What follows belongs to an exercise in optimizing a design on an open flow for small area and a short achievable clock period; a production flow would make more cautious choices. Only simulation tests tie the RTL to the original design; equivalence was not proved. Power is estimated from default activity; no workload was simulated.

===== flow/config.mk =====
export PLATFORM = sky130hd
export DESIGN_NAME = dadda_16_16
export DESIGN_NICKNAME = dadda_16_16
export VERILOG_FILES = /design/flow/design.v
export SDC_FILE = /design/flow/constraint.sdc
export NUM_CORES = 4
export LEC_CHECK = 0
export CAP_MARGIN = 20
export CORE_MARGIN = 2
export CORE_UTILIZATION = 55
export CTS_BUF_LIST = sky130_fd_sc_hd__clkbuf_4 sky130_fd_sc_hd__clkbuf_8
export SETUP_SLACK_MARGIN = 3.4
export SLEW_MARGIN = 20
export SYNTH_HIERARCHICAL = 1

===== flow/constraint.sdc =====
create_clock -name core_clock -period 7.0 [get_ports {clk}]
set_input_delay 1.4000 -clock core_clock [delete_from_list [all_inputs] [get_ports {clk}]]
set_output_delay 1.4000 -clock core_clock [all_outputs]
set_load 0.01 [all_outputs]

===== flow/design.v =====
module fa(input x, y, z, output s, c);
  assign s = x ^ y ^ z;
  assign c = (x & y) | (z & (x | y));
endmodule
module bsel(input a, b, one, two, neg, output pn);
  assign pn = ~(((a & one) | (b & two)) ^ neg);
endmodule
module bsel1(input a, s, neg, output pn);
  assign pn = ~((a & s) ^ neg);
endmodule
module hac(input xn, yn, output sn, cn);
  xnor_m u_s (.a(xn), .b(yn), .y(sn));
  or_m u_c (.a(xn), .b(yn), .y(cn));
endmodule
module xnor_m(input a, b, output y);
  assign y = ~(a ^ b);
endmodule
module or_m(input a, b, output y);
  assign y = a | b;
endmodule
module g_inv(input a, output y);
  assign y = ~a;
endmodule
module g_nand2(input a, b, output y);
  assign y = ~(a & b);
endmodule
module g_nor2(input a, b, output y);
  assign y = ~(a | b);
endmodule
module g_xor2(input a, b, output y);
  assign y = a ^ b;
endmodule
module g_xnor2(input a, b, output y);
  assign y = ~(a ^ b);
endmodule
module g_aoi21(input a, b, c, output y);
  assign y = ~(c | (a & b));
endmodule
module g_oai21(input a, b, c, output y);
  assign y = ~(c & (a | b));
endmodule
module dadda_16_16(mpd_in, mpr_in, op_out, clk);
  input clk;
  input [15:0] mpd_in, mpr_in;
  output [32:0] op_out;
  wire [17:0] ye = {2'b00, mpr_in};
  wire [7:0] e_one, e_two;
  genvar gi, gj;
  generate for (gi = 0; gi < 8; gi = gi + 1) begin : g_enc
    wire ym1 = (gi == 0) ? 1'b0 : ye[2*gi-1];
    assign e_one[gi] = ye[2*gi] ^ ym1;
    assign e_two[gi] = (ye[2*gi+1] & ~ye[2*gi] & ~ym1) | (~ye[2*gi+1] & ye[2*gi] & ym1);
  end endgenerate
  reg [15:0] x;
  reg [7:0] one, two, neg;
  reg [25:0] q0, q1;
  reg [5:0] ql;
  reg qc;
  wire carry_n = w270;
  wire [25:0] r0n, r1n;
  wire [5:0] sln;
  always @(posedge clk) begin
    x <= mpd_in;
    one <= e_one;
    two <= e_two;
    neg <= {mpr_in[15], mpr_in[13], mpr_in[11], mpr_in[9], mpr_in[7], mpr_in[5], mpr_in[3], mpr_in[1]};
    q0 <= r0n;
    q1 <= r1n;
    ql <= sln;
    qc <= carry_n;
  end
  wire [7:0] negn = ~neg;
  wire [16:0] ppn [0:7];
  generate for (gi = 0; gi < 8; gi = gi + 1) begin : g_pp
    for (gj = 0; gj < 17; gj = gj + 1) begin : g_ppj
      if (gj == 0) begin : g_lo
        bsel1 u_sel (.a(x[0]), .s(one[gi]), .neg(neg[gi]), .pn(ppn[gi][gj]));
      end else if (gj == 16) begin : g_hi
        bsel1 u_sel (.a(x[15]), .s(two[gi]), .neg(neg[gi]), .pn(ppn[gi][gj]));
      end else begin : g_mid
        bsel u_sel (.a(x[gj]), .b(x[gj-1]), .one(one[gi]), .two(two[gi]), .neg(neg[gi]), .pn(ppn[gi][gj]));
      end
    end
  end endgenerate
  wire [15:0] r8n;
  generate for (gj = 0; gj < 16; gj = gj + 1) begin : g_r8
    g_nand2 u_r8 (.a(x[gj]), .b(neg[7]), .y(r8n[gj]));
  end endgenerate
  wire ci1;
  wire ci2;
  wire ci3;
  wire ci4;
  wire ci5;
  wire ci6;
  wire w7;
  wire w8;
  wire w9;
  wire w10;
  wire w11;
  wire w12;
  wire w13;
  wire w14;
  wire w15;
  wire w16;
  wire w17;
  wire w18;
  wire w19;
  wire w20;
  wire w21;
  wire w22;
  wire w23;
  wire w24;
  wire w25;
  wire w26;
  wire w27;
  wire w28;
  wire w29;
  wire w30;
  wire w31;
  wire w32;
  wire w33;
  wire w34;
  wire w35;
  wire w36;
  wire w37;
  wire w38;
  wire w39;
  wire w40;
  wire w41;
  wire w42;
  wire w43;
  wire w44;
  wire w45;
  wire w46;
  wire w47;
  wire w48;
  wire w49;
  wire w50;
  wire w51;
  wire w52;
  wire w53;
  wire w54;
  wire w55;
  wire w56;
  wire w57;
  wire w58;
  wire w59;
  wire w60;
  wire w61;
  wire w62;
  wire w63;
  wire w64;
  wire w65;
  wire w66;
  wire w67;
  wire w68;
  wire w69;
  wire w70;
  wire w71;
  wire w72;
  wire w73;
  wire w74;
  wire w75;
  wire w76;
  wire w77;
  wire w78;
  wire w79;
  wire w80;
  wire w81;
  wire w82;
  wire w83;
  wire w84;
  wire w85;
  wire w86;
  wire w87;
  wire w88;
  wire w89;
  wire w90;
  wire w91;
  wire w92;
  wire w93;
  wire w94;
  wire w95;
  wire w96;
  wire w97;
  wire w98;
  wire w99;
  wire w100;
  wire w101;
  wire w102;
  wire w103;
  wire w104;
  wire w105;
  wire w106;
  wire w107;
  wire w108;
  wire w109;
  wire w110;
  wire w111;
  wire w112;
  wire w113;
  wire w114;
  wire w115;
  wire w116;
  wire w117;
  wire w118;
  wire w119;
  wire w120;
  wire w121;
  wire w122;
  wire w123;
  wire w124;
  wire w125;
  wire w126;
  wire w127;
  wire w128;
  wire w129;
  wire w130;
  wire w131;
  wire w132;
  wire w133;
  wire w134;
  wire w135;
  wire w136;
  wire w137;
  wire w138;
  wire w139;
  wire w140;
  wire w141;
  wire w142;
  wire w143;
  wire w144;
  wire w145;
  wire w146;
  wire w147;
  wire w148;
  wire w149;
  wire w150;
  wire w151;
  wire w152;
  wire w153;
  wire w154;
  wire w155;
  wire w156;
  wire w157;
  wire w158;
  wire w159;
  wire w160;
  wire w161;
  wire w162;
  wire w163;
  wire w164;
  wire w165;
  wire w166;
  wire w167;
  wire w168;
  wire w169;
  wire w170;
  wire w171;
  wire w172;
  wire w173;
  wire w174;
  wire w175;
  wire w176;
  wire w177;
  wire w178;
  wire w179;
  wire w180;
  wire w181;
  wire w182;
  wire w183;
  wire w184;
  wire w185;
  wire w186;
  wire w187;
  wire w188;
  wire w189;
  wire w190;
  wire w191;
  wire w192;
  wire w193;
  wire w194;
  wire w195;
  wire w196;
  wire w197;
  wire w198;
  wire w199;
  wire w200;
  wire w201;
  wire w202;
  wire w203;
  wire w204;
  wire w205;
  wire w206;
  wire w207;
  wire w208;
  wire w209;
  wire w210;
  wire w211;
  wire w212;
  wire w213;
  wire w214;
  wire w215;
  wire w216;
  wire w217;
  wire w218;
  wire w219;
  wire w220;
  wire w221;
  wire w222;
  wire w223;
  wire w224;
  wire w225;
  wire w226;
  wire w227;
  wire w228;
  wire w229;
  wire w230;
  wire w231;
  wire w232;
  wire w233;
  wire w234;
  wire w235;
  wire w236;
  wire w237;
  wire w238;
  wire w239;
  wire w240;
  wire w241;
  wire w242;
  wire w243;
  wire w244;
  wire w245;
  wire w246;
  wire w247;
  wire w248;
  wire w249;
  wire w250;
  wire w251;
  wire w252;
  wire w253;
  wire w254;
  wire w255;
  wire w256;
  wire w257;
  wire w258;
  wire w259;
  wire w260;
  wire w261;
  wire w262;
  wire w263;
  wire w264;
  wire w265;
  wire w266;
  wire w267;
  wire w268;
  wire w269;
  wire w270;
  assign ci1 = ~r8n[4];
  assign ci2 = ~r8n[6];
  assign ci3 = ~r8n[8];
  assign ci4 = ~r8n[10];
  assign ci5 = ~r8n[12];
  assign ci6 = ~r8n[14];
  hac u_w7 (.xn(negn[5]), .yn(ppn[0][10]), .sn(w7), .cn(w8));
  hac u_w9 (.xn(ppn[0][11]), .yn(ppn[1][9]), .sn(w9), .cn(w10));
  fa u_w11 (.x(negn[6]), .y(ppn[0][12]), .z(ppn[1][10]), .s(w11), .c(w12));
  hac u_w13 (.xn(ppn[2][8]), .yn(ppn[3][6]), .sn(w13), .cn(w14));
  fa u_w15 (.x(ppn[0][13]), .y(ppn[1][11]), .z(ppn[2][9]), .s(w15), .c(w16));
  hac u_w17 (.xn(ppn[3][7]), .yn(ppn[4][5]), .sn(w17), .cn(w18));
  fa u_w19 (.x(negn[7]), .y(ppn[0][14]), .z(ppn[1][12]), .s(w19), .c(w20));
  fa u_w21 (.x(ppn[2][10]), .y(ppn[3][8]), .z(ppn[4][6]), .s(w21), .c(w22));
  hac u_w23 (.xn(ppn[5][4]), .yn(ppn[6][2]), .sn(w23), .cn(w24));
  fa u_w25 (.x(ppn[0][15]), .y(ppn[1][13]), .z(ppn[2][11]), .s(w25), .c(w26));
  fa u_w27 (.x(ppn[3][9]), .y(ppn[4][7]), .z(ppn[5][5]), .s(w27), .c(w28));
  hac u_w29 (.xn(ppn[6][3]), .yn(ppn[7][1]), .sn(w29), .cn(w30));
  fa u_w31 (.x(r8n[0]), .y(ppn[0][16]), .z(ppn[1][14]), .s(w31), .c(w32));
  fa u_w33 (.x(ppn[2][12]), .y(ppn[3][10]), .z(ppn[4][8]), .s(w33), .c(w34));
  fa u_w35 (.x(ppn[5][6]), .y(ppn[6][4]), .z(ppn[7][2]), .s(w35), .c(w36));
  fa u_w37 (.x(r8n[1]), .y(negn[0]), .z(ppn[1][15]), .s(w37), .c(w38));
  fa u_w39 (.x(ppn[2][13]), .y(ppn[3][11]), .z(ppn[4][9]), .s(w39), .c(w40));
  fa u_w41 (.x(ppn[5][7]), .y(ppn[6][5]), .z(ppn[7][3]), .s(w41), .c(w42));
  fa u_w43 (.x(r8n[2]), .y(negn[0]), .z(ppn[1][16]), .s(w43), .c(w44));
  fa u_w45 (.x(ppn[2][14]), .y(ppn[3][12]), .z(ppn[4][10]), .s(w45), .c(w46));
  fa u_w47 (.x(ppn[5][8]), .y(ppn[6][6]), .z(ppn[7][4]), .s(w47), .c(w48));
  fa u_w49 (.x(r8n[3]), .y(neg[0]), .z(neg[1]), .s(w49), .c(w50));
  fa u_w51 (.x(ppn[2][15]), .y(ppn[3][13]), .z(ppn[4][11]), .s(w51), .c(w52));
  fa u_w53 (.x(ppn[5][9]), .y(ppn[6][7]), .z(ppn[7][5]), .s(w53), .c(w54));
  fa u_w55 (.x(ci1), .y(ppn[2][16]), .z(ppn[3][14]), .s(w55), .c(w56));
  fa u_w57 (.x(ppn[4][12]), .y(ppn[5][10]), .z(ppn[6][8]), .s(w57), .c(w58));
  fa u_w59 (.x(r8n[5]), .y(r8n[4]), .z(neg[2]), .s(w59), .c(w60));
  fa u_w61 (.x(ppn[3][15]), .y(ppn[4][13]), .z(ppn[5][11]), .s(w61), .c(w62));
  fa u_w63 (.x(ci2), .y(ppn[3][16]), .z(ppn[4][14]), .s(w63), .c(w64));
  fa u_w65 (.x(r8n[7]), .y(r8n[6]), .z(neg[3]), .s(w65), .c(w66));
  hac u_w67 (.xn(negn[3]), .yn(ppn[0][6]), .sn(w67), .cn(w68));
  hac u_w69 (.xn(ppn[0][7]), .yn(ppn[1][5]), .sn(w69), .cn(w70));
  fa u_w71 (.x(negn[4]), .y(ppn[0][8]), .z(ppn[1][6]), .s(w71), .c(w72));
  hac u_w73 (.xn(ppn[2][4]), .yn(ppn[3][2]), .sn(w73), .cn(w74));
  fa u_w75 (.x(ppn[0][9]), .y(ppn[1][7]), .z(ppn[2][5]), .s(w75), .c(w76));
  hac u_w77 (.xn(ppn[3][3]), .yn(ppn[4][1]), .sn(w77), .cn(w78));
  fa u_w79 (.x(ppn[1][8]), .y(ppn[2][6]), .z(ppn[3][4]), .s(w79), .c(w80));
  fa u_w81 (.x(ppn[4][2]), .y(ppn[5][0]), .z(w7), .s(w81), .c(w82));
  fa u_w83 (.x(ppn[2][7]), .y(ppn[3][5]), .z(ppn[4][3]), .s(w83), .c(w84));
  fa u_w85 (.x(ppn[5][1]), .y(w8), .z(w9), .s(w85), .c(w86));
  fa u_w87 (.x(ppn[4][4]), .y(ppn[5][2]), .z(ppn[6][0]), .s(w87), .c(w88));
  fa u_w89 (.x(w10), .y(w13), .z(w11), .s(w89), .c(w90));
  fa u_w91 (.x(ppn[5][3]), .y(ppn[6][1]), .z(w14), .s(w91), .c(w92));
  fa u_w93 (.x(w17), .y(w12), .z(w15), .s(w93), .c(w94));
  fa u_w95 (.x(ppn[7][0]), .y(w18), .z(w23), .s(w95), .c(w96));
  fa u_w97 (.x(w16), .y(w19), .z(w21), .s(w97), .c(w98));
  fa u_w99 (.x(w24), .y(w29), .z(w20), .s(w99), .c(w100));
  fa u_w101 (.x(w22), .y(w25), .z(w27), .s(w101), .c(w102));
  fa u_w103 (.x(w30), .y(w26), .z(w28), .s(w103), .c(w104));
  fa u_w105 (.x(w31), .y(w33), .z(w35), .s(w105), .c(w106));
  fa u_w107 (.x(w32), .y(w34), .z(w36), .s(w107), .c(w108));
  fa u_w109 (.x(w37), .y(w39), .z(w41), .s(w109), .c(w110));
  fa u_w111 (.x(w38), .y(w40), .z(w42), .s(w111), .c(w112));
  fa u_w113 (.x(w43), .y(w45), .z(w47), .s(w113), .c(w114));
  fa u_w115 (.x(w44), .y(w46), .z(w48), .s(w115), .c(w116));
  fa u_w117 (.x(w49), .y(w51), .z(w53), .s(w117), .c(w118));
  fa u_w119 (.x(ppn[7][6]), .y(w50), .z(w52), .s(w119), .c(w120));
  fa u_w121 (.x(w54), .y(w55), .z(w57), .s(w121), .c(w122));
  fa u_w123 (.x(ppn[6][9]), .y(ppn[7][7]), .z(w56), .s(w123), .c(w124));
  fa u_w125 (.x(w58), .y(w59), .z(w61), .s(w125), .c(w126));
  fa u_w127 (.x(ppn[5][12]), .y(ppn[6][10]), .z(ppn[7][8]), .s(w127), .c(w128));
  fa u_w129 (.x(w60), .y(w62), .z(w63), .s(w129), .c(w130));
  fa u_w131 (.x(ppn[4][15]), .y(ppn[5][13]), .z(ppn[6][11]), .s(w131), .c(w132));
  fa u_w133 (.x(ppn[7][9]), .y(w64), .z(w65), .s(w133), .c(w134));
  fa u_w135 (.x(ci3), .y(ppn[4][16]), .z(ppn[5][14]), .s(w135), .c(w136));
  fa u_w137 (.x(ppn[6][12]), .y(ppn[7][10]), .z(w66), .s(w137), .c(w138));
  fa u_w139 (.x(r8n[9]), .y(r8n[8]), .z(neg[4]), .s(w139), .c(w140));
  fa u_w141 (.x(ppn[5][15]), .y(ppn[6][13]), .z(ppn[7][11]), .s(w141), .c(w142));
  fa u_w143 (.x(ci4), .y(ppn[5][16]), .z(ppn[6][14]), .s(w143), .c(w144));
  fa u_w145 (.x(r8n[11]), .y(r8n[10]), .z(neg[5]), .s(w145), .c(w146));
  hac u_w147 (.xn(negn[2]), .yn(ppn[0][4]), .sn(w147), .cn(w148));
  hac u_w149 (.xn(ppn[0][5]), .yn(ppn[1][3]), .sn(w149), .cn(w150));
  fa u_w151 (.x(ppn[1][4]), .y(ppn[2][2]), .z(ppn[3][0]), .s(w151), .c(w152));
  fa u_w153 (.x(ppn[2][3]), .y(ppn[3][1]), .z(w68), .s(w153), .c(w154));
  fa u_w155 (.x(ppn[4][0]), .y(w70), .z(w73), .s(w155), .c(w156));
  fa u_w157 (.x(w74), .y(w77), .z(w72), .s(w157), .c(w158));
  fa u_w159 (.x(w78), .y(w76), .z(w79), .s(w159), .c(w160));
  fa u_w161 (.x(w80), .y(w83), .z(w82), .s(w161), .c(w162));
  fa u_w163 (.x(w84), .y(w87), .z(w86), .s(w163), .c(w164));
  fa u_w165 (.x(w88), .y(w91), .z(w90), .s(w165), .c(w166));
  fa u_w167 (.x(w92), .y(w95), .z(w94), .s(w167), .c(w168));
  fa u_w169 (.x(w96), .y(w98), .z(w99), .s(w169), .c(w170));
  fa u_w171 (.x(w100), .y(w102), .z(w103), .s(w171), .c(w172));
  fa u_w173 (.x(w104), .y(w106), .z(w107), .s(w173), .c(w174));
  fa u_w175 (.x(w108), .y(w110), .z(w111), .s(w175), .c(w176));
  fa u_w177 (.x(w112), .y(w114), .z(w115), .s(w177), .c(w178));
  fa u_w179 (.x(w116), .y(w118), .z(w119), .s(w179), .c(w180));
  fa u_w181 (.x(w120), .y(w122), .z(w123), .s(w181), .c(w182));
  fa u_w183 (.x(w127), .y(w124), .z(w126), .s(w183), .c(w184));
  fa u_w185 (.x(w128), .y(w131), .z(w130), .s(w185), .c(w186));
  fa u_w187 (.x(w132), .y(w135), .z(w137), .s(w187), .c(w188));
  fa u_w189 (.x(w136), .y(w139), .z(w141), .s(w189), .c(w190));
  fa u_w191 (.x(ppn[7][12]), .y(w140), .z(w142), .s(w191), .c(w192));
  fa u_w193 (.x(ppn[6][15]), .y(ppn[7][13]), .z(w144), .s(w193), .c(w194));
  fa u_w195 (.x(ci5), .y(ppn[6][16]), .z(ppn[7][14]), .s(w195), .c(w196));
  fa u_w197 (.x(r8n[13]), .y(r8n[12]), .z(neg[6]), .s(w197), .c(w198));
  hac u_w199 (.xn(negn[1]), .yn(ppn[0][2]), .sn(w199), .cn(w200));
  hac u_w201 (.xn(ppn[0][3]), .yn(ppn[1][1]), .sn(w201), .cn(w202));
  fa u_w203 (.x(ppn[1][2]), .y(ppn[2][0]), .z(w147), .s(w203), .c(w204));
  fa u_w205 (.x(ppn[2][1]), .y(w148), .z(w149), .s(w205), .c(w206));
  fa u_w207 (.x(w150), .y(w67), .z(w151), .s(w207), .c(w208));
  fa u_w209 (.x(w69), .y(w152), .z(w153), .s(w209), .c(w210));
  fa u_w211 (.x(w71), .y(w154), .z(w155), .s(w211), .c(w212));
  fa u_w213 (.x(w75), .y(w156), .z(w157), .s(w213), .c(w214));
  fa u_w215 (.x(w81), .y(w158), .z(w159), .s(w215), .c(w216));
  fa u_w217 (.x(w85), .y(w160), .z(w161), .s(w217), .c(w218));
  fa u_w219 (.x(w89), .y(w162), .z(w163), .s(w219), .c(w220));
  fa u_w221 (.x(w93), .y(w164), .z(w165), .s(w221), .c(w222));
  fa u_w223 (.x(w97), .y(w166), .z(w167), .s(w223), .c(w224));
  fa u_w225 (.x(w101), .y(w168), .z(w169), .s(w225), .c(w226));
  fa u_w227 (.x(w105), .y(w170), .z(w171), .s(w227), .c(w228));
  fa u_w229 (.x(w109), .y(w172), .z(w173), .s(w229), .c(w230));
  fa u_w231 (.x(w113), .y(w174), .z(w175), .s(w231), .c(w232));
  fa u_w233 (.x(w117), .y(w176), .z(w177), .s(w233), .c(w234));
  fa u_w235 (.x(w121), .y(w178), .z(w179), .s(w235), .c(w236));
  fa u_w237 (.x(w125), .y(w180), .z(w181), .s(w237), .c(w238));
  fa u_w239 (.x(w129), .y(w182), .z(w183), .s(w239), .c(w240));
  fa u_w241 (.x(w133), .y(w184), .z(w185), .s(w241), .c(w242));
  fa u_w243 (.x(w134), .y(w186), .z(w187), .s(w243), .c(w244));
  fa u_w245 (.x(w138), .y(w189), .z(w188), .s(w245), .c(w246));
  fa u_w247 (.x(w143), .y(w190), .z(w191), .s(w247), .c(w248));
  fa u_w249 (.x(w145), .y(w192), .z(w193), .s(w249), .c(w250));
  fa u_w251 (.x(w146), .y(w195), .z(w194), .s(w251), .c(w252));
  fa u_w253 (.x(ppn[7][15]), .y(w196), .z(w197), .s(w253), .c(w254));
  fa u_w255 (.x(ci6), .y(ppn[7][16]), .z(w198), .s(w255), .c(w256));
  fa u_w257 (.x(r8n[15]), .y(r8n[14]), .z(neg[7]), .s(w257), .c(w258));
  hac u_w259 (.xn(negn[0]), .yn(ppn[0][0]), .sn(w259), .cn(w260));
  hac u_w261 (.xn(ppn[0][1]), .yn(w260), .sn(w261), .cn(w262));
  fa u_w263 (.x(w199), .y(ppn[1][0]), .z(w262), .s(w263), .c(w264));
  fa u_w265 (.x(w200), .y(w201), .z(w264), .s(w265), .c(w266));
  fa u_w267 (.x(w202), .y(w203), .z(w266), .s(w267), .c(w268));
  fa u_w269 (.x(w204), .y(w205), .z(w268), .s(w269), .c(w270));
  g_nor2 u_g0 (.a(w206), .b(w207), .y(r0n[0]));
  g_xor2 u_p0 (.a(w206), .b(w207), .y(r1n[0]));
  g_nor2 u_g1 (.a(w208), .b(w209), .y(r0n[1]));
  g_xor2 u_p1 (.a(w208), .b(w209), .y(r1n[1]));
  g_nor2 u_g2 (.a(w210), .b(w211), .y(r0n[2]));
  g_xor2 u_p2 (.a(w210), .b(w211), .y(r1n[2]));
  g_nor2 u_g3 (.a(w212), .b(w213), .y(r0n[3]));
  g_xor2 u_p3 (.a(w212), .b(w213), .y(r1n[3]));
  g_nor2 u_g4 (.a(w214), .b(w215), .y(r0n[4]));
  g_xor2 u_p4 (.a(w214), .b(w215), .y(r1n[4]));
  g_nor2 u_g5 (.a(w216), .b(w217), .y(r0n[5]));
  g_xor2 u_p5 (.a(w216), .b(w217), .y(r1n[5]));
  g_nor2 u_g6 (.a(w218), .b(w219), .y(r0n[6]));
  g_xor2 u_p6 (.a(w218), .b(w219), .y(r1n[6]));
  g_nor2 u_g7 (.a(w220), .b(w221), .y(r0n[7]));
  g_xor2 u_p7 (.a(w220), .b(w221), .y(r1n[7]));
  g_nor2 u_g8 (.a(w222), .b(w223), .y(r0n[8]));
  g_xor2 u_p8 (.a(w222), .b(w223), .y(r1n[8]));
  g_nor2 u_g9 (.a(w224), .b(w225), .y(r0n[9]));
  g_xor2 u_p9 (.a(w224), .b(w225), .y(r1n[9]));
  g_nor2 u_g10 (.a(w226), .b(w227), .y(r0n[10]));
  g_xor2 u_p10 (.a(w226), .b(w227), .y(r1n[10]));
  g_nor2 u_g11 (.a(w228), .b(w229), .y(r0n[11]));
  g_xor2 u_p11 (.a(w228), .b(w229), .y(r1n[11]));
  g_nor2 u_g12 (.a(w230), .b(w231), .y(r0n[12]));
  g_xor2 u_p12 (.a(w230), .b(w231), .y(r1n[12]));
  g_nor2 u_g13 (.a(w232), .b(w233), .y(r0n[13]));
  g_xor2 u_p13 (.a(w232), .b(w233), .y(r1n[13]));
  g_nor2 u_g14 (.a(w234), .b(w235), .y(r0n[14]));
  g_xor2 u_p14 (.a(w234), .b(w235), .y(r1n[14]));
  g_nor2 u_g15 (.a(w236), .b(w237), .y(r0n[15]));
  g_xor2 u_p15 (.a(w236), .b(w237), .y(r1n[15]));
  g_nor2 u_g16 (.a(w238), .b(w239), .y(r0n[16]));
  g_xor2 u_p16 (.a(w238), .b(w239), .y(r1n[16]));
  g_nor2 u_g17 (.a(w240), .b(w241), .y(r0n[17]));
  g_xor2 u_p17 (.a(w240), .b(w241), .y(r1n[17]));
  g_nor2 u_g18 (.a(w242), .b(w243), .y(r0n[18]));
  g_xor2 u_p18 (.a(w242), .b(w243), .y(r1n[18]));
  g_nor2 u_g19 (.a(w244), .b(w245), .y(r0n[19]));
  g_xor2 u_p19 (.a(w244), .b(w245), .y(r1n[19]));
  g_nor2 u_g20 (.a(w246), .b(w247), .y(r0n[20]));
  g_xor2 u_p20 (.a(w246), .b(w247), .y(r1n[20]));
  g_nor2 u_g21 (.a(w248), .b(w249), .y(r0n[21]));
  g_xor2 u_p21 (.a(w248), .b(w249), .y(r1n[21]));
  g_nor2 u_g22 (.a(w250), .b(w251), .y(r0n[22]));
  g_xor2 u_p22 (.a(w250), .b(w251), .y(r1n[22]));
  g_nor2 u_g23 (.a(w252), .b(w253), .y(r0n[23]));
  g_xor2 u_p23 (.a(w252), .b(w253), .y(r1n[23]));
  g_nor2 u_g24 (.a(w254), .b(w255), .y(r0n[24]));
  g_xor2 u_p24 (.a(w254), .b(w255), .y(r1n[24]));
  g_nor2 u_g25 (.a(w256), .b(w257), .y(r0n[25]));
  g_xor2 u_p25 (.a(w256), .b(w257), .y(r1n[25]));
  assign sln[0] = w259;
  assign sln[1] = w261;
  assign sln[2] = w263;
  assign sln[3] = w265;
  assign sln[4] = w267;
  assign sln[5] = w269;
  wire a1;
  wire a2;
  wire a3;
  wire a4;
  wire a5;
  wire a6;
  wire a7;
  wire a8;
  wire a9;
  wire a10;
  wire a11;
  wire a12;
  wire a13;
  wire a14;
  wire a15;
  wire a16;
  wire a17;
  wire a18;
  wire a19;
  wire a20;
  wire a21;
  wire a22;
  wire a23;
  wire a24;
  wire a25;
  wire a26;
  wire a27;
  wire a28;
  wire a29;
  wire a30;
  wire a31;
  wire a32;
  wire a33;
  wire a34;
  wire a35;
  wire a36;
  wire a37;
  wire a38;
  wire a39;
  wire a40;
  wire a41;
  wire a42;
  wire a43;
  wire a44;
  wire a45;
  wire a46;
  wire a47;
  wire a48;
  wire a49;
  wire a50;
  wire a51;
  wire a52;
  wire a53;
  wire a54;
  wire a55;
  wire a56;
  wire a57;
  wire a58;
  wire a59;
  wire a60;
  wire a61;
  wire a62;
  wire a63;
  wire a64;
  wire a65;
  wire a66;
  wire a67;
  wire a68;
  wire a69;
  wire a70;
  wire a71;
  wire a72;
  wire a73;
  wire a74;
  wire a75;
  wire a76;
  wire a77;
  wire a78;
  wire a79;
  wire a80;
  wire a81;
  wire a82;
  wire a83;
  wire a84;
  wire a85;
  wire a86;
  wire a87;
  wire a88;
  wire a89;
  wire a90;
  wire a91;
  wire a92;
  wire a93;
  wire a94;
  wire a95;
  wire a96;
  wire a97;
  wire a98;
  wire a99;
  wire a100;
  wire a101;
  wire a102;
  wire a103;
  wire a104;
  wire a105;
  wire a106;
  wire a107;
  wire a108;
  wire a109;
  wire a110;
  wire a111;
  wire a112;
  wire a113;
  wire a114;
  wire a115;
  wire a116;
  wire a117;
  wire a118;
  wire a119;
  wire a120;
  wire a121;
  wire a122;
  wire a123;
  wire a124;
  wire a125;
  wire a126;
  wire a127;
  wire a128;
  wire a129;
  wire a130;
  wire a131;
  wire a132;
  wire a133;
  wire a134;
  wire a135;
  wire a136;
  wire a137;
  wire a138;
  wire a139;
  wire a140;
  wire a141;
  wire a142;
  wire a143;
  wire a144;
  wire a145;
  wire a146;
  wire a147;
  g_inv u_a1 (.a(qc), .y(a1));
  g_aoi21 u_a2 (.a(q1[0]), .b(a1), .c(q0[0]), .y(a2));
  g_aoi21 u_a3 (.a(q1[2]), .b(q0[1]), .c(q0[2]), .y(a3));
  g_nand2 u_a4 (.a(q1[2]), .b(q1[1]), .y(a4));
  g_aoi21 u_a5 (.a(q1[4]), .b(q0[3]), .c(q0[4]), .y(a5));
  g_nand2 u_a6 (.a(q1[4]), .b(q1[3]), .y(a6));
  g_aoi21 u_a7 (.a(q1[6]), .b(q0[5]), .c(q0[6]), .y(a7));
  g_nand2 u_a8 (.a(q1[6]), .b(q1[5]), .y(a8));
  g_aoi21 u_a9 (.a(q1[8]), .b(q0[7]), .c(q0[8]), .y(a9));
  g_nand2 u_a10 (.a(q1[8]), .b(q1[7]), .y(a10));
  g_aoi21 u_a11 (.a(q1[10]), .b(q0[9]), .c(q0[10]), .y(a11));
  g_nand2 u_a12 (.a(q1[10]), .b(q1[9]), .y(a12));
  g_aoi21 u_a13 (.a(q1[12]), .b(q0[11]), .c(q0[12]), .y(a13));
  g_nand2 u_a14 (.a(q1[12]), .b(q1[11]), .y(a14));
  g_aoi21 u_a15 (.a(q1[14]), .b(q0[13]), .c(q0[14]), .y(a15));
  g_nand2 u_a16 (.a(q1[14]), .b(q1[13]), .y(a16));
  g_aoi21 u_a17 (.a(q1[16]), .b(q0[15]), .c(q0[16]), .y(a17));
  g_nand2 u_a18 (.a(q1[16]), .b(q1[15]), .y(a18));
  g_aoi21 u_a19 (.a(q1[18]), .b(q0[17]), .c(q0[18]), .y(a19));
  g_nand2 u_a20 (.a(q1[18]), .b(q1[17]), .y(a20));
  g_aoi21 u_a21 (.a(q1[20]), .b(q0[19]), .c(q0[20]), .y(a21));
  g_nand2 u_a22 (.a(q1[20]), .b(q1[19]), .y(a22));
  g_aoi21 u_a23 (.a(q1[22]), .b(q0[21]), .c(q0[22]), .y(a23));
  g_nand2 u_a24 (.a(q1[22]), .b(q1[21]), .y(a24));
  g_aoi21 u_a25 (.a(q1[24]), .b(q0[23]), .c(q0[24]), .y(a25));
  g_nand2 u_a26 (.a(q1[24]), .b(q1[23]), .y(a26));
  g_inv u_a27 (.a(a2), .y(a27));
  g_aoi21 u_a28 (.a(q1[1]), .b(a27), .c(q0[1]), .y(a28));
  g_oai21 u_a29 (.a(a4), .b(a2), .c(a3), .y(a29));
  g_inv u_a30 (.a(a5), .y(a30));
  g_aoi21 u_a31 (.a(q1[5]), .b(a30), .c(q0[5]), .y(a31));
  g_inv u_a32 (.a(a6), .y(a32));
  g_nand2 u_a33 (.a(q1[5]), .b(a32), .y(a33));
  g_oai21 u_a34 (.a(a8), .b(a5), .c(a7), .y(a34));
  g_nor2 u_a35 (.a(a8), .b(a6), .y(a35));
  g_inv u_a36 (.a(a9), .y(a36));
  g_aoi21 u_a37 (.a(q1[9]), .b(a36), .c(q0[9]), .y(a37));
  g_inv u_a38 (.a(a10), .y(a38));
  g_nand2 u_a39 (.a(q1[9]), .b(a38), .y(a39));
  g_oai21 u_a40 (.a(a12), .b(a9), .c(a11), .y(a40));
  g_nor2 u_a41 (.a(a12), .b(a10), .y(a41));
  g_inv u_a42 (.a(a13), .y(a42));
  g_aoi21 u_a43 (.a(q1[13]), .b(a42), .c(q0[13]), .y(a43));
  g_inv u_a44 (.a(a14), .y(a44));
  g_nand2 u_a45 (.a(q1[13]), .b(a44), .y(a45));
  g_oai21 u_a46 (.a(a16), .b(a13), .c(a15), .y(a46));
  g_nor2 u_a47 (.a(a16), .b(a14), .y(a47));
  g_inv u_a48 (.a(a17), .y(a48));
  g_aoi21 u_a49 (.a(q1[17]), .b(a48), .c(q0[17]), .y(a49));
  g_inv u_a50 (.a(a18), .y(a50));
  g_nand2 u_a51 (.a(q1[17]), .b(a50), .y(a51));
  g_oai21 u_a52 (.a(a20), .b(a17), .c(a19), .y(a52));
  g_nor2 u_a53 (.a(a20), .b(a18), .y(a53));
  g_inv u_a54 (.a(a21), .y(a54));
  g_aoi21 u_a55 (.a(q1[21]), .b(a54), .c(q0[21]), .y(a55));
  g_inv u_a56 (.a(a22), .y(a56));
  g_nand2 u_a57 (.a(q1[21]), .b(a56), .y(a57));
  g_oai21 u_a58 (.a(a24), .b(a21), .c(a23), .y(a58));
  g_nor2 u_a59 (.a(a24), .b(a22), .y(a59));
  g_inv u_a60 (.a(a25), .y(a60));
  g_aoi21 u_a61 (.a(q1[25]), .b(a60), .c(q0[25]), .y(a61));
  g_inv u_a62 (.a(a26), .y(a62));
  g_nand2 u_a63 (.a(q1[25]), .b(a62), .y(a63));
  g_aoi21 u_a64 (.a(q1[3]), .b(a29), .c(q0[3]), .y(a64));
  g_inv u_a65 (.a(a29), .y(a65));
  g_oai21 u_a66 (.a(a6), .b(a65), .c(a5), .y(a66));
  g_oai21 u_a67 (.a(a33), .b(a65), .c(a31), .y(a67));
  g_aoi21 u_a68 (.a(a35), .b(a29), .c(a34), .y(a68));
  g_aoi21 u_a69 (.a(q1[11]), .b(a40), .c(q0[11]), .y(a69));
  g_nand2 u_a70 (.a(q1[11]), .b(a41), .y(a70));
  g_inv u_a71 (.a(a40), .y(a71));
  g_oai21 u_a72 (.a(a14), .b(a71), .c(a13), .y(a72));
  g_nand2 u_a73 (.a(a44), .b(a41), .y(a73));
  g_oai21 u_a74 (.a(a45), .b(a71), .c(a43), .y(a74));
  g_inv u_a75 (.a(a45), .y(a75));
  g_nand2 u_a76 (.a(a75), .b(a41), .y(a76));
  g_aoi21 u_a77 (.a(a47), .b(a40), .c(a46), .y(a77));
  g_nand2 u_a78 (.a(a47), .b(a41), .y(a78));
  g_aoi21 u_a79 (.a(q1[19]), .b(a52), .c(q0[19]), .y(a79));
  g_nand2 u_a80 (.a(q1[19]), .b(a53), .y(a80));
  g_inv u_a81 (.a(a52), .y(a81));
  g_oai21 u_a82 (.a(a22), .b(a81), .c(a21), .y(a82));
  g_nand2 u_a83 (.a(a56), .b(a53), .y(a83));
  g_oai21 u_a84 (.a(a57), .b(a81), .c(a55), .y(a84));
  g_inv u_a85 (.a(a57), .y(a85));
  g_nand2 u_a86 (.a(a85), .b(a53), .y(a86));
  g_aoi21 u_a87 (.a(a59), .b(a52), .c(a58), .y(a87));
  g_nand2 u_a88 (.a(a59), .b(a53), .y(a88));
  g_inv u_a89 (.a(a68), .y(a89));
  g_aoi21 u_a90 (.a(q1[7]), .b(a89), .c(q0[7]), .y(a90));
  g_oai21 u_a91 (.a(a10), .b(a68), .c(a9), .y(a91));
  g_oai21 u_a92 (.a(a39), .b(a68), .c(a37), .y(a92));
  g_aoi21 u_a93 (.a(a41), .b(a89), .c(a40), .y(a93));
  g_oai21 u_a94 (.a(a70), .b(a68), .c(a69), .y(a94));
  g_inv u_a95 (.a(a72), .y(a95));
  g_oai21 u_a96 (.a(a73), .b(a68), .c(a95), .y(a96));
  g_inv u_a97 (.a(a74), .y(a97));
  g_oai21 u_a98 (.a(a76), .b(a68), .c(a97), .y(a98));
  g_oai21 u_a99 (.a(a78), .b(a68), .c(a77), .y(a99));
  g_inv u_a100 (.a(a87), .y(a100));
  g_aoi21 u_a101 (.a(q1[23]), .b(a100), .c(q0[23]), .y(a101));
  g_inv u_a102 (.a(a88), .y(a102));
  g_nand2 u_a103 (.a(q1[23]), .b(a102), .y(a103));
  g_oai21 u_a104 (.a(a26), .b(a87), .c(a25), .y(a104));
  g_nor2 u_a105 (.a(a26), .b(a88), .y(a105));
  g_oai21 u_a106 (.a(a63), .b(a87), .c(a61), .y(a106));
  g_nor2 u_a107 (.a(a63), .b(a88), .y(a107));
  g_aoi21 u_a108 (.a(q1[15]), .b(a99), .c(q0[15]), .y(a108));
  g_inv u_a109 (.a(a99), .y(a109));
  g_oai21 u_a110 (.a(a18), .b(a109), .c(a17), .y(a110));
  g_oai21 u_a111 (.a(a51), .b(a109), .c(a49), .y(a111));
  g_aoi21 u_a112 (.a(a53), .b(a99), .c(a52), .y(a112));
  g_oai21 u_a113 (.a(a80), .b(a109), .c(a79), .y(a113));
  g_inv u_a114 (.a(a83), .y(a114));
  g_aoi21 u_a115 (.a(a114), .b(a99), .c(a82), .y(a115));
  g_inv u_a116 (.a(a86), .y(a116));
  g_aoi21 u_a117 (.a(a116), .b(a99), .c(a84), .y(a117));
  g_oai21 u_a118 (.a(a88), .b(a109), .c(a87), .y(a118));
  g_oai21 u_a119 (.a(a103), .b(a109), .c(a101), .y(a119));
  g_aoi21 u_a120 (.a(a105), .b(a99), .c(a104), .y(a120));
  g_aoi21 u_a121 (.a(a107), .b(a99), .c(a106), .y(a121));
  g_xnor2 u_a122 (.a(q1[0]), .b(qc), .y(a122));
  g_xnor2 u_a123 (.a(q1[1]), .b(a2), .y(a123));
  g_xnor2 u_a124 (.a(q1[2]), .b(a28), .y(a124));
  g_xor2 u_a125 (.a(q1[3]), .b(a29), .y(a125));
  g_xnor2 u_a126 (.a(q1[4]), .b(a64), .y(a126));
  g_xor2 u_a127 (.a(q1[5]), .b(a66), .y(a127));
  g_xor2 u_a128 (.a(q1[6]), .b(a67), .y(a128));
  g_xnor2 u_a129 (.a(q1[7]), .b(a68), .y(a129));
  g_xnor2 u_a130 (.a(q1[8]), .b(a90), .y(a130));
  g_xor2 u_a131 (.a(q1[9]), .b(a91), .y(a131));
  g_xor2 u_a132 (.a(q1[10]), .b(a92), .y(a132));
  g_xnor2 u_a133 (.a(q1[11]), .b(a93), .y(a133));
  g_xor2 u_a134 (.a(q1[12]), .b(a94), .y(a134));
  g_xor2 u_a135 (.a(q1[13]), .b(a96), .y(a135));
  g_xor2 u_a136 (.a(q1[14]), .b(a98), .y(a136));
  g_xor2 u_a137 (.a(q1[15]), .b(a99), .y(a137));
  g_xnor2 u_a138 (.a(q1[16]), .b(a108), .y(a138));
  g_xor2 u_a139 (.a(q1[17]), .b(a110), .y(a139));
  g_xor2 u_a140 (.a(q1[18]), .b(a111), .y(a140));
  g_xnor2 u_a141 (.a(q1[19]), .b(a112), .y(a141));
  g_xor2 u_a142 (.a(q1[20]), .b(a113), .y(a142));
  g_xnor2 u_a143 (.a(q1[21]), .b(a115), .y(a143));
  g_xnor2 u_a144 (.a(q1[22]), .b(a117), .y(a144));
  g_xor2 u_a145 (.a(q1[23]), .b(a118), .y(a145));
  g_xor2 u_a146 (.a(q1[24]), .b(a119), .y(a146));
  g_xnor2 u_a147 (.a(q1[25]), .b(a120), .y(a147));
  wire [25:0] hi;
  assign hi[0] = a122;
  assign hi[1] = a123;
  assign hi[2] = a124;
  assign hi[3] = a125;
  assign hi[4] = a126;
  assign hi[5] = a127;
  assign hi[6] = a128;
  assign hi[7] = a129;
  assign hi[8] = a130;
  assign hi[9] = a131;
  assign hi[10] = a132;
  assign hi[11] = a133;
  assign hi[12] = a134;
  assign hi[13] = a135;
  assign hi[14] = a136;
  assign hi[15] = a137;
  assign hi[16] = a138;
  assign hi[17] = a139;
  assign hi[18] = a140;
  assign hi[19] = a141;
  assign hi[20] = a142;
  assign hi[21] = a143;
  assign hi[22] = a144;
  assign hi[23] = a145;
  assign hi[24] = a146;
  assign hi[25] = a147;
  assign op_out = {1'b0, hi, ~ql};
endmodule

===== flow/flow/run.sh =====
#!/bin/bash
# Standard layout (the standard.sh) with two changes:
#  - after synthesis, flow/post_synth.tcl takes logic cells down to their
#    smallest drive strength (timing repair later sizes up what it needs);
#  - the port buffers are buf_1 cells (sized up by repair where needed).
set -euo pipefail
here=$(pwd)
bash standard.sh POST_SYNTH_TCL=$here/flow/post_synth.tcl \
  "BUFFER_PORTS_ARGS=-buffer_cell sky130_fd_sc_hd__buf_1" finish > $here/standard_flow.log 2>&1

===== flow/flow/post_synth.tcl =====
# After synthesis: take every logic cell down to the smallest drive strength
# of its own kind and drop the buffers synthesis inserted; timing repair in the
# later steps sizes up what the critical paths need.
set n_resized 0
foreach inst [get_cells *] {
  set master [get_property $inst ref_name]
  if {![regexp {^(sky130_fd_sc_hd__[a-z0-9]+)_([0-9]+)$} $master -> base size]} { continue }
  if {[regexp {__(df|dl|sdf|edf|conb|tap|fill|decap|clk)} $base]} { continue }
  set best ""
  set best_area 1e9
  foreach s {0 1 2 4} {
    set lc [get_lib_cells -quiet */${base}_$s]
    if {$lc eq ""} { continue }
    if {[get_property $lc dont_use]} { continue }
    set a [get_property $lc area]
    if {$a < $best_area} { set best_area $a; set best [get_name $lc] }
  }
  if {$best ne "" && $best ne $master} {
    replace_cell $inst $best
    incr n_resized
  }
}
puts "post_synth: resized $n_resized cells"
remove_buffers

===== flow/standard.sh =====
#!/bin/bash
# synth_recipe.tcl (not shown) runs the flow's synth.tcl, then flattens the netlist and writes it again
# the make line also repeats each setting of config.mk as NAME=value (left out here)
make -C /OpenROAD-flow-scripts/flow DESIGN_CONFIG=/design/flow/config.mk WORK_HOME=/design/flow/orfs CLKGATE_MAP_FILE= SYNTH_SCRIPT=/design/flow/synth_recipe.tcl "${@:-finish}"

==> flow_summary_export.csv, run 1 <==
group,metric,value,unit
outcome,status,"finished clean",
floorplan,fp.coreArea,0.0144,mm2
pwr,p_per_area,422,mW/mm2
worst_setup_path,crit_slowest_cell,"dfxtp_2",
pwr,ir_drop,0.191,mV
pwr,switching_share,0.447,
global_routing,grt_remaining_overflow,0,
cts,cts_tree,"done",
worst_setup_path,setup.worst_path.start_class,"flip-flop",
logic_synthesis,synth_cells,775,
sta,hold_violations,0,
sta,slew_viol_final,0,
cts,root_buffer,"clkbuf_8",
cts,clk_pin_slew,0.11,ns
job,drv_cap,0,
cells_and_area,fin_util,0.623,
sta,hold-worst-slack,0.803,ns
placed_design,dpl_cell_area,0.00862,mm2
floorplan,die_y,125,um
routing,detail-route-antenna-nets,0,
routing,vias_per_cell,5.76,
global_routing,antenna_found_initial,0,
cells_and_area,antenna_cells,0,
worst_setup_path,worstPathArrival,2.07,ns
routing,wirelength,19.6,mm
routing,drtIter0Drc,409,
floorplan,start_util,0.559,
cts,cts-htree-levels,3,
logic_synthesis,syn_nets,924,
sta,slew_headroom,0.633,
global_routing,grt_pass1_vias,6749,
worst_setup_path,crit_fanout,7,
sta,setup_viol,0,
worst_setup_path,required,5.60,ns
worst_setup_path,worst_setup_path_end_kind,"output port",
cells_and_area,final_layout_size_suffix_gt1_frac,0.0918,
global_routing,grt_pass1_wl,33.2,mm
sta,max_freq,0.289,GHz
worst_hold_path,worstHoldPathType,"reg -> reg",
floorplan,rows,44,
routing,dr.pass1.iters,5,
routing,wire_per_inst,18.6,um
floorplan,die_area,0.0156,mm2
sta,period_needed,3.47,ns
cells_and_area,areaGrowthSynthToFinish,11.4,%
pwr,p_int,2100,uW
pwr,pwr-share-clk,0.105,
routing,num_vias,6080,
worst_setup_path,crit_path_max_incr_delay,0.34,ns
worst_setup_path,worst_r2r_path_depth,7,
floorplan,die_x,125,um
logic_synthesis,yosys_warnings,7,
sta,rsz0062_at_grt,"yes",
pwr,pwr-share-seq,0.256,
cts,clk_latency,0.39,ns
global_routing,track_usage,0.265,
sta,tns,0,ns
floorplan,ios,66,
cts,clockBufferDepth,2,
placed_design,place_ws,3.05,ns
global_routing,grt_max_degree,36,
routing,drc,0,
logic_synthesis,avgSynthCellArea,10.4,um2
pwr,leakage,0.00352,uW
cts,numCtsBuffers,9,
sta,worst_pin_slew,0.549,ns
cts,clock-sinks,98,
logic_synthesis,synthesis.area,0.00806,mm2
placed_design,port_buffers,64,
worst_setup_path,path_cells,"inv_1 -> a21oi_4 -> o21ai_4 -> a21oi_4 -> o21ai_1 -> buf_4 -> inv_2 -> o21ai_1 -> xor2_1 -> buf_1",
worst_hold_path,min_path_cells,3,
worst_setup_path,worstSetupPathType,"reg -> out",
pwr,p_sw,1700,uW
sta,layout_worst_path_cycle_share,0.495,
cells_and_area,fin_nets,1015,
cells_and_area,final_area,0.00898,mm2
cts,ctsHoldBuffers,0,
placed_design,dp_hpwl,14.0,mm
placed_design,globalplace.congestion,0.853,
sta,finClkSkew,0.0155,ns
pwr,comb_power_share,0.639,
sta,layout_setup_ws,3.53,ns
-- stage by stage --
step / power, uW / instances
2_1_floorplan: 2760 / 775
3_3_place_gp: 3270 / 1035
3_5_place_dp: 3350 / 1035
4_1_cts: 3800 / 1052
5_1_grt: 4200 / 1055
6_report: 3790 / 1055
-- final cells by class --
cell class | instances | area [um2]
multi-input cells | 632 | 6000
fillers | 1262 | 5440
flip-flops and latches | 98 | 2010
repair buffers | 80 | 362
well taps | 184 | 230
inverters | 45 | 169
clock buffers | 10 | 138
clock inverters | 6 | 80.1
-- worst max-delay path, delay by kind of cell, from the launching register on --
kind                   cells  cell delay, ns
AO/OA/AOI/OAI              5            0.70
flip-flops                 1            0.34
buffers and inverters      4            0.50
XOR/XNOR                   1            0.15
-- placed cells by master (no fill, tap or decap), drive strengths merged, types with 11 or more instances in the layout --
cell type,instances
a21oi,33
a22oi,120
buf,79
clkbuf,11
dfxtp,98
fa,116
inv,48
nand2,58
nor2,31
o21ai,31
or2,16
xnor2,28
xor2,183
-- worst paths after layout --
kind / end / start / slack [ns]
worst min register to register: ql[0] / x[0] / 0.80
worst max register to register: q1[9] / one[0] / 3.61
worst max-delay path: op_out[23] / qc / 3.53
worst min-delay path: ql[0] / x[0] / 0.80
-- power by group through the flow --
stage | Combinational, uW | Sequential (uW) | Clock [uW]
2_1_floorplan | 1830 | 927 | 0
3_3_place_gp | 2310 | 958 | 0
3_5_place_dp | 2380 | 966 | 0
4_1_cts | 2430 | 957 | 412
5_1_grt | 2770 | 997 | 433
6_report | 2420 | 971 | 397
-- registers in the layout, indices dropped and copies added, names as in the netlist --
signal,cells
two,8
neg,8
x,16
q1,26
q0,25
qc,1
ql,6
one,8
-- repair_timing --
item,4_1_cts,5_1_grt
resized for setup,17,45
pin swaps,1,4
setup buffers,1,3
cloned,0,0
setup endpoints to repair,19,32
-- per-layer routing --
metal,global-route usage,vias up,part of all wire
met5,0,-,0
met4,0.0941,0,0.016
met3,0.0531,20,0.057
met2,0.463,196,0.51
met1,0.329,3077,0.41
li1,-,2787,-
==> run 2: changes to the inputs <==
--- a/flow/config.mk
+++ b/flow/config.mk
@@ -8,5 +8,5 @@
 export CAP_MARGIN = 20
 export CORE_MARGIN = 2
-export CORE_UTILIZATION = 55
+export CORE_UTILIZATION = 65
 export CTS_BUF_LIST = sky130_fd_sc_hd__clkbuf_4 sky130_fd_sc_hd__clkbuf_8
 export SETUP_SLACK_MARGIN = 3.4
==> flow_summary_export.csv, run 2 <==
group,metric,value,unit
outcome,status,"finished clean",
pwr,leakage,0.00353,uW
logic_synthesis,avgSynthCellArea,10.4,um2
routing,wirelength,18.9,mm
job,drv_cap,0,
floorplan,rows,40,
cts,cts_tree,"done",
logic_synthesis,syn_nets,924,
worst_hold_path,hold_start,"one[0]",
cells_and_area,areaGrowthSynthToFinish,10.8,%
cells_and_area,final_layout_size_suffix_gt1_frac,0.0920,
worst_setup_path,worst_r2r_path_depth,7,
cts,clk_pin_slew,0.11,ns
global_routing,grt_pass1_vias,6490,
worst_setup_path,crit_path_max_incr_delay,0.36,ns
routing,wire_per_inst,18.2,um
pwr,p_int,2100,uW
cells_and_area,most-common-layout-cells,"xor2_1, a22oi_1, fa_1",
cts,clockBufferDepth,2,
sta,slew_headroom,0.642,
sta,max_freq,0.287,GHz
worst_setup_path,setup.worst_path.start_class,"flip-flop",
cells_and_area,reg_top3,"q1: 26 flops, q0: 25 flops, x: 16 flops",
pwr,p_sw,1690,uW
cells_and_area,largest_reg_flops,26,
sta,rsz0062_at_grt,"yes",
sta,slew_viol_final,0,
floorplan,die_area,0.0133,mm2
sta,finClkSkew,0.0188,ns
cts,numCtsBuffers,9,
placed_design,globalplace.congestion,0.885,
routing,num_vias,6188,
floorplan,fp.coreArea,0.0121,mm2
cells_and_area,multi_input_area,0.00599,mm2
sta,period_needed,3.48,ns
worst_setup_path,rrSetupSlack,3.58,ns
pwr,p_per_area,424,mW/mm2
placed_design,dp_cells,1017,
floorplan,die_y,115,um
cells_and_area,finalNonFillerCells,1038,
worst_setup_path,worstPathArrival,2.08,ns
worst_hold_path,min_to,"ql[0]",
cells_and_area,layout_commonest_cell,"xor2_1",
worst_setup_path,r2r-end,"q1[9]",
worst_setup_path,worst_setup_path_end_kind,"output port",
routing,detail-route-antenna-nets,0,
worst_setup_path,required,5.60,ns
worst_setup_path,crit_slowest_cell,"dfxtp_1",
global_routing,antenna_found_initial,0,
worst_hold_path,worstHoldPathType,"reg -> reg",
cts,clock-sinks,98,
pwr,pwr-share-clk,0.101,
pwr,power,3790,uW
pwr,comb_power_share,0.643,
cells_and_area,antenna_cells,0,
cells_and_area,seqCellArea,0.00200,mm2
routing,vias_per_cell,5.96,
cts,clk_latency,0.39,ns
logic_synthesis,yosys_warnings,7,
worst_setup_path,worstSetupPathType,"reg -> out",
pwr,ir_drop,0.213,mV
placed_design,port_buffers,64,
cts,ctsHoldBuffers,0,
worst_setup_path,path_cells,"inv_1 -> a21oi_4 -> o21ai_4 -> a21oi_4 -> buf_4 -> buf_4 -> inv_1 -> a21oi_1 -> xnor2_1 -> buf_1",
worst_hold_path,min_path_cells,3,
sta,layout_worst_path_cycle_share,0.498,
worst_setup_path,crit_fanout,7,
global_routing,grt_pass1_wl,31.6,mm
global_routing,track_usage,0.309,
floorplan,die_x,115,um
cells_and_area,largest-register,"q1",
routing,drtIter0Drc,442,
placed_design,dp_hpwl,13.4,mm
global_routing,grt_remaining_overflow,0,
sta,tns,0,ns
cells_and_area,fin_nets,1015,
cells_and_area,fillers,916,
routing,drc,0,
worst_setup_path,critPathBufInv,5,
global_routing,grt_max_degree,36,
cts,root_buffer,"clkbuf_8",
floorplan,ios,66,
logic_synthesis,synthesis.area,0.00806,mm2
sta,setup_viol,0,
floorplan,start_util,0.668,
cts,cts-htree-levels,3,
worst_setup_path,crit_start,"qc",
sta,worst_pin_slew,0.536,ns
sta,hold_violations,0,
worst_setup_path,crit_family,"compound AO/OA/AOI/OAI gates",
routing,dr.pass1.iters,6,
logic_synthesis,synth_cells,775,
worst_setup_path,r2r-start,"two[0]",
pwr,switching_share,0.446,
pwr,pwr-share-seq,0.256,
## run 2: routing by layer
layer,vias up,routed length (um),track usage
met5,-,0,0
met4,0,547,0.132
met3,51,1430,0.0532
met2,290,9650,0.534
met1,3061,7270,0.381
li1,2786,-,-
## run 2: area by class of cell
type                       instances  share of cell area
multi-input combinational        632               0.670
sequential                        98               0.224
timing repair buffer              80              0.0410
tap                              168              0.0235
inverter                          45              0.0189
clock buffer                       9              0.0139
clock inverter                     6             0.00812
## run 2: through the flow
step	util	cell area [um2]	hold WS, ns	setup WS (ns)
floorplan	-	8060	0.753	3.40
global placement	0.712	8590	0.855	3.18
detailed placement	0.712	8590	0.858	3.09
CTS	0.734	8850	0.857	3.40
global route	0.741	8940	0.809	3.39
finish	0.741	8940	0.750	3.52
## run 2: worst reg2reg max path, delay by kind of cell, from the launching register on
family | cells | cell delay, ns
flops | 1 | 0.67
xor+xnor | 2 | 0.46
fa+ha+maj | 4 | 1.98
compound gates | 1 | 0.21
## run 2: worst max-delay path by stage
stage	cells after the start	end	slack, ns
finish	10	op_out[17]	3.52
global route	10	op_out[23]	3.39
CTS	10	op_out[23]	3.40
detailed placement	10	op_out[30]	3.09
global placement	10	op_out[23]	3.18
floorplan	7	q1[15]	3.40
## run 2: power groups by stage
stage                     clock network (uW)  registers (uW)  logic (uW)
after floorplan                            0             927        1830
after global placement                     0             958        2280
after detailed placement                   0             967        2360
after CTS                                392             956        2420
after global routing                     414             990        2770
final                                    382             969        2440
## run 2: repair_timing
action / in CTS / in global routing
pin swaps: 3 / 3
endpoints found under the hold margin: 0 / 0
buffers inserted: 2 / 4
setup endpoints to repair: 19 / 30
gates resized for setup: 16 / 46
==> run 3: changes to the inputs <==
--- a/flow/config.mk
+++ b/flow/config.mk
@@ -8,5 +8,5 @@
 export CAP_MARGIN = 20
 export CORE_MARGIN = 2
-export CORE_UTILIZATION = 65
+export CORE_UTILIZATION = 45
 export CTS_BUF_LIST = sky130_fd_sc_hd__clkbuf_4 sky130_fd_sc_hd__clkbuf_8
 export SETUP_SLACK_MARGIN = 3.4
==> flow_summary_export.csv, run 3 <==
group,metric,value,unit
global_routing,grt_max_degree,36,
routing,dr.pass1.iters,5,
global_routing,track_usage,0.227,
worst_setup_path,cp.depth,9,
routing,drc,0,
sta,slew_viol_final,0,
pwr,p_per_area,426,mW/mm2
cells_and_area,antenna_cells,0,
worst_setup_path,crit_slowest_cell,"dfxtp_2",
cts,numCtsBuffers,9,
worst_setup_path,crit_family,"compound AO/OA/AOI/OAI gates",
cells_and_area,layout_commonest_cell,"xor2_1",
cells_and_area,largest_reg_flops,26,
placed_design,dp_hpwl,14.1,mm
floorplan,die_area,0.0190,mm2
logic_synthesis,avgSynthCellArea,10.4,um2
worst_setup_path,crit_fanout,7,
logic_synthesis,yosys_warnings,7,
global_routing,grt_remaining_overflow,0,
cells_and_area,fin_nets,1012,
placed_design,globalplace.congestion,0.876,
pwr,ir_drop,0.224,mV
sta,finClkSkew,0.0195,ns
sta,setup_viol,0,
floorplan,ios,66,
sta,layout_worst_path_cycle_share,0.500,
worst_setup_path,worstPathArrival,2.10,ns
worst_setup_path,critPathBufInv,3,
logic_synthesis,syn_nets,924,
cts,clk_pin_slew,0.11,ns
cells_and_area,fillers,1636,
worst_hold_path,worstHoldPathType,"reg -> reg",
cts,cts-htree-levels,3,
placed_design,port_buffers,64,
job,drv_cap,0,
sta,hold_violations,0,
worst_setup_path,worst_setup_path_end_kind,"output port",
cts,clk_latency,0.40,ns
worst_setup_path,worstSetupPathType,"reg -> out",
cells_and_area,most-common-layout-cells,"xor2_1, a22oi_1, fa_1",
cts,clockBufferDepth,2,
routing,wire_per_inst,18.2,um
routing,detail-route-antenna-nets,0,
sta,tns,0,ns
pwr,power,3860,uW
cts,cts_tree,"done",
routing,vias_per_cell,5.55,
floorplan,die_x,138,um
placed_design,dp_cells,1072,
sta,worst_pin_slew,0.634,ns
cells_and_area,finalNonFillerCells,1093,
floorplan,rows,48,
worst_setup_path,worst_r2r_path_depth,7,
logic_synthesis,synth_cells,775,
cells_and_area,final_layout_size_suffix_gt1_frac,0.0979,
sta,slew_headroom,0.577,
floorplan,fp.coreArea,0.0174,mm2
worst_setup_path,crit_path_max_incr_delay,0.35,ns
sta,max_freq,0.286,GHz
cts,root_buffer,"clkbuf_8",
routing,num_vias,6067,
sta,rsz0062_at_grt,"yes",
cells_and_area,areaGrowthSynthToFinish,12.4,%
routing,wirelength,19.9,mm
routing,drtIter0Drc,388,
cells_and_area,largest-register,"q1",
logic_synthesis,synthesis.area,0.00806,mm2
global_routing,grt_pass1_wl,33.2,mm
worst_hold_path,min_path_cells,3,
pwr,leakage,0.00353,uW
floorplan,start_util,0.463,
global_routing,grt_pass1_vias,6557,
worst_setup_path,path_cells,"a21oi_2 -> o21ai_2 -> a21oi_4 -> o21ai_2 -> buf_4 -> inv_2 -> o21ai_0 -> xor2_1 -> buf_2",
cells_and_area,reg_top3,"q1: 26 flops, q0: 25 flops, x: 16 flops",
worst_setup_path,required,5.60,ns
outcome,status,"finished clean",
sta,period_needed,3.50,ns
global_routing,antenna_found_initial,0,
floorplan,die_y,138,um
worst_setup_path,cp_common_cell,"o21ai_2",
cts,clock-sinks,98,
cts,ctsHoldBuffers,0,
worst_setup_path,setup.worst_path.start_class,"flip-flop",
## run 3: routing by layer
layer | up-vias | share of wire | global-route usage | wire length, um
li1 | 2776 | - | - | -
met1 | 3033 | 0.41 | 0.293 | 8170
met2 | 228 | 0.50 | 0.386 | 10000
met3 | 30 | 0.064 | 0.0402 | 1270
met4 | 0 | 0.021 | 0.0782 | 418
met5 | - | 0 | 0 | 0
## run 3: cell type report
type	count	area (um2)	area share
tap	225	282	0.0311
inverter	45	169	0.0186
timing repair buffer	77	344	0.0380
clock buffer	10	138	0.0152
clock inverter	6	100	0.0110
sequential	98	2010	0.222
multi-input combinational	632	6020	0.664
## run 3: final timing paths
kind / startpoint / to / slack, ns
max: q1[4] / op_out[24] / 3.50
min: one[0] / ql[0] / 0.78
max reg2reg: two[1] / q1[10] / 3.53
min reg2reg: one[0] / ql[0] / 0.78
## run 3: per-stage QoR
| step | utilization | area [um2] | hold slack, ns | worst slack, ns |
|---|---|---|---|---|
| floorplan | - | 8060 | 0.753 | 3.40 |
| global placement | 0.496 | 8640 | 0.871 | 3.12 |
| detailed placement | 0.496 | 8640 | 0.882 | 3.02 |
| CTS | 0.515 | 8960 | 0.898 | 3.39 |
| global route | 0.520 | 9060 | 0.840 | 3.37 |
| finish | 0.520 | 9060 | 0.777 | 3.50 |
## run 3: tightest hold or removal path, stage by stage (launching register included)
cell	delay (ns)
dfxtp_2	0.43
nand2_1	0.11
xor2_1	0.09
xnor2_1	0.12
## run 3: report_power, final
group / switching, uW / total [uW] / leakage (uW) / internal (uW)
Combinational: 1300 / 2440 / 0.00259 / 1130
Clock: 225 / 444 / 0.000121 / 219
Sequential: 190 / 979 / 0.000825 / 789
## run 3: timing repair
item / CTS / global route
hold endpoints to repair: 0 / 0
gates resized for setup: 27 / 44
pin swaps: 4 / 3
setup endpoints to repair: 31 / 33
buffers inserted: 2 / 3
==> run 4: changes to the inputs <==
--- a/flow/config.mk
+++ b/flow/config.mk
@@ -8,6 +8,8 @@
 export CAP_MARGIN = 20
 export CORE_MARGIN = 2
-export CORE_UTILIZATION = 45
-export CTS_BUF_LIST = sky130_fd_sc_hd__clkbuf_4 sky130_fd_sc_hd__clkbuf_8
+export CORE_UTILIZATION = 55
+export CTS_BUF_LIST = sky130_fd_sc_hd__clkbuf_8 sky130_fd_sc_hd__clkbuf_16
+export CTS_CLUSTER_DIAMETER = 60
+export CTS_CLUSTER_SIZE = 30
 export SETUP_SLACK_MARGIN = 3.4
 export SLEW_MARGIN = 20
==> flow_summary_export.csv, run 4 <==
group,metric,value,unit
routing,wl_met1,8.09,mm
floorplan,rows,44,
logic_synthesis,avgSynthCellArea,10.4,um2
worst_setup_path,worstPathArrival,2.10,ns
cts,clockBufferDepth,2,
routing,detail-route-antenna-nets,0,
logic_synthesis,synth_cells,775,
cts,root_buffer,"clkbuf_16",
worst_setup_path,worst_r2r_path_depth,7,
floorplan,start_util,0.559,
worst_setup_path,worst_setup_path_end_kind,"output port",
worst_hold_path,min_path_cells,3,
sta,tns,0,ns
floorplan,die_y,125,um
cts,clk_latency,0.35,ns
cts,numCtsBuffers,9,
sta,slew_headroom,0.554,
routing,top_layer_used,"met4",
cells_and_area,areaGrowthSynthToFinish,12.2,%
worst_hold_path,hold_start,"x[0]",
sta,rsz0062_at_grt,"no",
placed_design,dp_hpwl,14.0,mm
routing,vias_per_cell,5.75,
routing,wl_met2,10.0,mm
routing,drtIter0Drc,365,
sta,slew_viol_final,0,
routing,num_vias,6059,
worst_setup_path,r2r-start,"two[1]",
cells_and_area,final_layout_size_suffix_gt1_frac,0.0759,
cts,clock-sinks,98,
worst_setup_path,crit_fanout,6,
floorplan,die_area,0.0156,mm2
placed_design,port_buffers,64,
global_routing,grt_pass1_vias,6710,
routing,wirelength,19.6,mm
routing,dr.pass1.iters,5,
global_routing,grt_max_degree,36,
global_routing,grt_remaining_overflow,0,
cells_and_area,largest_reg_flops,26,
floorplan,fp.coreArea,0.0144,mm2
worst_setup_path,worstSetupPathType,"reg -> out",
routing,wire_per_inst,18.6,um
pwr,p_per_area,431,mW/mm2
floorplan,ios,66,
cells_and_area,fin_nets,1014,
sta,finClkSkew,0.00993,ns
job,drv_cap,0,
logic_synthesis,syn_nets,924,
cells_and_area,most-common-layout-cells,"xor2_1, a22oi_1, fa_1",
routing,met3_length,1.09,mm
cells_and_area,layout_commonest_cell,"xor2_1",
global_routing,grt_pass1_wl,33.3,mm
cells_and_area,fillers,1253,
global_routing,antenna_found_initial,0,
global_routing,track_usage,0.267,
pwr,ir_drop,0.173,mV
pwr,leakage,0.00356,uW
logic_synthesis,yosys_warnings,7,
worst_setup_path,setup.worst_path.start_class,"flip-flop",
cts,cts_tree,"done",
floorplan,die_x,125,um
sta,period_needed,3.50,ns
sta,worst_pin_slew,0.669,ns
cts,cts-htree-levels,3,
placed_design,globalplace.congestion,0.853,
sta,hold_violations,0,
cts,clk_pin_slew,0.07,ns
worst_setup_path,required,5.60,ns
routing,drc,0,
worst_hold_path,min_to,"ql[0]",
sta,setup_viol,0,
sta,layout_worst_path_cycle_share,0.500,
cells_and_area,reg_top3,"q1: 26 flops, q0: 25 flops, x: 16 flops",
worst_hold_path,worstHoldPathType,"reg -> reg",
worst_setup_path,r2r-end,"q1[10]",
cells_and_area,largest-register,"q1",
cells_and_area,antenna_cells,0,
outcome,status,"finished clean",
worst_setup_path,rrSetupSlack,3.52,ns
sta,max_freq,0.286,GHz
logic_synthesis,synthesis.area,0.00806,mm2
cells_and_area,fin_util,0.627,
[run 4: what timing repair did]
action | in CTS | in global routing
pin swaps | 1 | 2
gates resized for setup | 11 | 37
buffers inserted | 1 | 2
hold buffers | 0 | 0
endpoints found under the setup margin | 19 | 30
[run 4: layout make-up]
type / instances / area [um2] / share of cell area
clock inverters: 6 / 80.1 / 0.00885
flip-flops and latches: 98 / 1990 / 0.220
clock buffers: 10 / 239 / 0.0264
repair buffers: 79 / 354 / 0.0391
well taps: 184 / 230 / 0.0254
multi-input cells: 632 / 5980 / 0.661
inverters: 45 / 169 / 0.0187
[run 4: worst max path at each step]
stage / start / to / slack (ns)
floorplan: neg[7] / q1[15] / 3.40
global placement: qc / op_out[29] / 3.14
detailed placement: qc / op_out[23] / 3.05
CTS: q1[0] / op_out[30] / 3.39
global route: qc / op_out[22] / 3.39
finish: q1[4] / op_out[22] / 3.50
[run 4: stage by stage]
step	worst slack [ns]	hold slack [ns]	power (uW)	cells	cell area (um2)
after floorplan	3.40	0.753	2760	775	8060
after global placement	3.14	0.854	3270	1035	8620
after detailed placement	3.05	0.858	3350	1035	8620
after CTS	3.39	0.865	3920	1052	8980
after global routing	3.39	0.878	4310	1054	9050
final	3.50	0.799	3900	1054	9050
[run 4: power by group]
part / total [uW] / internal, uW / switching (uW) / leakage, uW
clock: 523 / 294 / 229 / 0.000153
sequential: 961 / 784 / 178 / 0.000825
combinational: 2420 / 1120 / 1300 / 0.00258
[run 4: critical path, stage by stage, from the launching register on]
cell and delay [ns]:
dfxtp_1 0.34, a21oi_1 0.22, o21ai_1 0.15, a21oi_4 0.20, o21ai_1 0.10, buf_4 0.17, buf_4 0.14, a21oi_1 0.14
xnor2_1 0.13, clkbuf_2 0.15
[run 4: layer usage]
metal / up-vias / track usage
li1: 2783 / -
met1: 3048 / 0.336
met2: 198 / 0.461
met3: 30 / 0.0488
met4: 0 / 0.0961
met5: - / 0

[separate check: timing with driven ports]
The results above use ideal ports. As a check the final layouts listed here were re-extracted and re-timed, cells and wires unchanged. Step 1 sets driving cells, clkbuf_16 on the clock port and buf_2 on the other inputs (assumed; they add their load-dependent delay and slew). Step 2 moves the port delays by t, midway between the first and last clock arrival at a register: inputs arrive t later, outputs are due t later. That takes back most of the time a late clock gives input paths. a / b / c = ideal / step 1 / step 2; a / b = the first two.
run | t (ns) | setup slack, ns | latest minus earliest clock arrival (ns) | worst data-port slew with drivers (ns)
run 1 | 0.415 | 3.535 / 3.497 / 3.612 | 0.015 / 0.015 | 0.03
run 2 | 0.421 | 3.517 / 3.480 / 3.584 | 0.019 / 0.019 | 0.04
run 3 | 0.430 | 3.498 / 3.459 / 3.528 | 0.019 / 0.020 | 0.04
run 4 | 0.390 | 3.499 / 3.457 / 3.516 | 0.012 / 0.012 | 0.03
After both steps every run listed still meets setup and hold.
